Context: an optimization exercise on an open-source flow, tuned for small area. The choices shown serve that exercise and are no tape-out recipe.
Where RTL was checked, it was by simulation tests only, not by an equivalence proof against the original.
The flow treats the clock pin as an ideal source, which a real chip does not have.

==> flow/design.v (excerpt) <==
module swerv_mul
  (
   input  logic        clk,
   input  logic        rst_l,        
   input  logic        valid,        
   input  logic        rs1_sign,     
   input  logic        rs2_sign,     
   input  logic        low,          
   input  logic [31:0] a,
   input  logic [31:0] b,
   input  logic        freeze,       
   output logic [31:0] out
   );
   exu_mul_ctl mul_e1 (
      .clk                       (clk),
      .rst_l                     (rst_l),
      .a                         (a),
      .b                         (b),
      .freeze                    (freeze),
      .mp_valid                  (valid),
      .mp_rs1_sign               (rs1_sign),
      .mp_rs2_sign               (rs2_sign),
      .mp_low                    (low),
      .out                       (out));
endmodule
For scale: about 130 flip-flops, roughly 100 I/O pins, ~26,000 um2 of cells after synthesis.
Settings: LEC_CHECK=0, CAP_MARGIN=20, CORE_MARGIN=2, CORE_UTILIZATION=60, SLEW_MARGIN=20, SYNTH_HIERARCHICAL=1, SYNTH_MINIMUM_KEEP_SIZE=0; clock period 8.0 ns.
standard.sh (not shown) runs the stock make flow with config.mk's settings and CLKGATE_MAP_FILE= SYNTH_SCRIPT=/design/flow/synth_recipe.tcl, a recipe that flattens the netlist after the stock synthesis.
==> flow/flow/run.sh <==
#!/bin/bash
# Standard ORFS layout with three changes: the port buffers are the smallest
# buffer cell, CTS uses clkbuf_8 and no dummy loads, and after CTS the
# resizer's power recovery downsizes cells that have setup slack to spare.
set -euo pipefail
here=$(pwd)
bash standard.sh \
  "BUFFER_PORTS_ARGS=-buffer_cell sky130_fd_sc_hd__buf_1" \
  "CTS_ARGS=-sink_clustering_enable -repair_clock_nets -buf_list sky130_fd_sc_hd__clkbuf_8 -dont_use_dummy_load" \
  "POST_CTS_TCL=$here/flow/post_cts.tcl" \
  finish > standard_flow.log 2>&1
==> flow/flow/post_cts.tcl <==
# Downsize cells on paths with setup slack to spare, then re-legalize.
estimate_parasitics -placement
repair_timing -recover_power 100 -setup_margin 0.1 -verbose
detailed_placement
check_placement -verbose
Rerun with:
==> flow/flow/run.sh (replaced) <==
#!/bin/bash
# Standard ORFS layout, except that the port buffers are the smallest buffer
# cell instead of the default delay buffer.
set -euo pipefail
bash standard.sh "BUFFER_PORTS_ARGS=-buffer_cell sky130_fd_sc_hd__buf_1" finish > standard_flow.log 2>&1
--- a/flow/config.mk
+++ b/flow/config.mk
@@ -9,3 +9,6 @@
 export CORE_MARGIN = 2
-export CORE_UTILIZATION = 60
+export CORE_UTILIZATION = 70
+export CTS_BUF_LIST = sky130_fd_sc_hd__clkbuf_8
+export CTS_CLUSTER_DIAMETER = 100
+export CTS_CLUSTER_SIZE = 30
 export SLEW_MARGIN = 20
removed: flow/flow/post_cts.tcl
After rerunning: Cell count is lower by about 4.4%. Maximum frequency falls by 0.46%. Hold slack gains 0.011 ns. Wire length increases by 1.7%. Clock-buffer cell count came out higher by 1.
Rerun with:
--- a/flow/config.mk
+++ b/flow/config.mk
@@ -9,6 +9,4 @@
 export CORE_MARGIN = 2
-export CORE_UTILIZATION = 70
+export CORE_UTILIZATION = 60
 export CTS_BUF_LIST = sky130_fd_sc_hd__clkbuf_8
-export CTS_CLUSTER_DIAMETER = 100
-export CTS_CLUSTER_SIZE = 30
 export SLEW_MARGIN = 20
After rerunning:
- global-route usage fell by 7.4 points
- register-to-register slack improves by 0.05 ns
- final area rose by 1.3%
- first-iteration DRC count fell by 17%
- worst setup slack improves by 0.046 ns
- via count fell by 4.3%
- critical path depth does not change
- non-clock buffer count rose by 27
Rerun with:
--- a/flow/config.mk
+++ b/flow/config.mk
@@ -10,3 +10,2 @@
 export CORE_UTILIZATION = 60
-export CTS_BUF_LIST = sky130_fd_sc_hd__clkbuf_8
 export SLEW_MARGIN = 20
Outcome:
- The changed run completed without violations
- area after synthesis is unchanged
- routed wire length increases slightly
- cell area increases slightly
- non-clock buffer count decreases by 3
- clock skew decreases by 0.013 ns
- via count increases slightly
- global-route usage increases by 0.14 points
- final cell count stays flat

* * *

before:
swerv_mul, a different RTL version from the one above (not shown whole).
For scale: roughly 2,300 cells after synthesis, roughly 130 flip-flops, about 100 I/O pins, roughly 26,000 µm² of cells after synthesis.
export LEC_CHECK = 0
export CAP_MARGIN = 20
export CORE_MARGIN = 2
export CORE_UTILIZATION = 40
export SLEW_MARGIN = 20
export SYNTH_HIERARCHICAL = 1
export SYNTH_MINIMUM_KEEP_SIZE = 0
create_clock -name core_clock -period 8.0 [get_ports {clk}]
==> flow/flow/run.sh <==
#!/bin/bash
# Standard ORFS layout, except that the port buffers are the smallest buffer
# cell instead of the default delay buffer.
set -euo pipefail
bash standard.sh "BUFFER_PORTS_ARGS=-buffer_cell sky130_fd_sc_hd__buf_1" finish > standard_flow.log 2>&1
Inputs modified between before and after:
- a change of CORE_UTILIZATION from 40 to 60
### Flow results
The more densely filled core belongs to after, not before.
Run comparison: before end point of the critical path mul_e1.res_e2_ff.dout[20]; after end point of the critical path mul_e1.res_e2_ff.dout[16]
after — area enclosed by the die boundary 33% lower, before as reference
On worst path setup slack after routing: between after and before, it ends up lower for before.
Function was not checked in any run of this note: the RTL went through the layout flow alone.

* * *

Another version of the RTL of swerv_mul (not shown whole).
Size in the first run: about 2,600 cells after synthesis, roughly 130 flip-flops, about 100 I/O pins.
Settings: LEC_CHECK=0, CAP_MARGIN=20, CORE_MARGIN=2, CORE_UTILIZATION=40, SLEW_MARGIN=20, SYNTH_HIERARCHICAL=1, SYNTH_MINIMUM_KEEP_SIZE=0; clock period 8.0 ns.
Scripts as last shown in full above: flow/flow/run.sh
Change:
==> flow/run.sh (new file) <==
#!/bin/bash
# synth_recipe.tcl (not shown) runs the flow's synth.tcl, then flattens the netlist and writes it again
# the make line also repeats each setting of config.mk as NAME=value (left out here)
make -C /OpenROAD-flow-scripts/flow DESIGN_CONFIG=/design/flow/config.mk WORK_HOME=/design/flow/orfs CLKGATE_MAP_FILE= SYNTH_SCRIPT=/design/flow/synth_recipe.tcl finish
removed: flow/flow/run.sh
removed: flow/standard.sh
The changed run went through all stages and came out clean.
Setup slack is about the same.
Synthesized area does not change.
Wire length shrinks slightly.
Core utilization climbs by 0.86 points.
Die area stays the same.
Register-to-register slack stays flat.
Via count shrinks slightly.
Critical path depth went up by 1.
First-iteration DRC count goes down slightly.

static timing again, ports no longer ideal:
How much do the figures lean on ideal ports? The routed layouts below were timed once more, with nothing changed but the port constraints. Step 1, drivers: a clkbuf_16 drives clk and a buf_2 each remaining input, both assumed. Step 2, shift: input delay + t, output delay - t, t = (earliest + latest rising clock arrival at the registers) / 2. This alone moves slack from input paths to output paths. Slacks: no drivers / after step 1 / after step 2; pairs: no drivers / after step 1.
run	shift t [ns]	slack for setup (ns)	worst hold slack (ns)	clock arrival spread, ns	cell pins on the clock port's net
the first run of note 1	0.563	0.201 / 0.201 / 0.201	0.412 / 0.412 / 0.412	0.054 / 0.054	1
the second run of note 1	0.556	0.165 / 0.165 / 0.165	0.424 / 0.424 / 0.424	0.036 / 0.036	1
the third run of note 1	0.592	0.211 / 0.211 / 0.211	0.418 / 0.418 / 0.418	0.037 / 0.036	1
the fourth run of note 1	0.526	0.253 / 0.253 / 0.253	0.412 / 0.412 / 0.412	0.024 / 0.025	1
before	0.548	0.269 / 0.269 / 0.269	0.409 / 0.409 / 0.409	0.026 / 0.027	1
after	0.544	0.323 / 0.323 / 0.323	0.420 / 0.420 / 0.420	0.031 / 0.031	1
the first run of note 3	0.564	0.173 / 0.173 / 0.173	0.413 / 0.413 / 0.413	0.034 / 0.034	1
the second run of note 3	0.538	0.175 / 0.175 / 0.175	0.413 / 0.413 / 0.413	0.014 / 0.014	1
After both steps setup and hold are still met in every run listed.
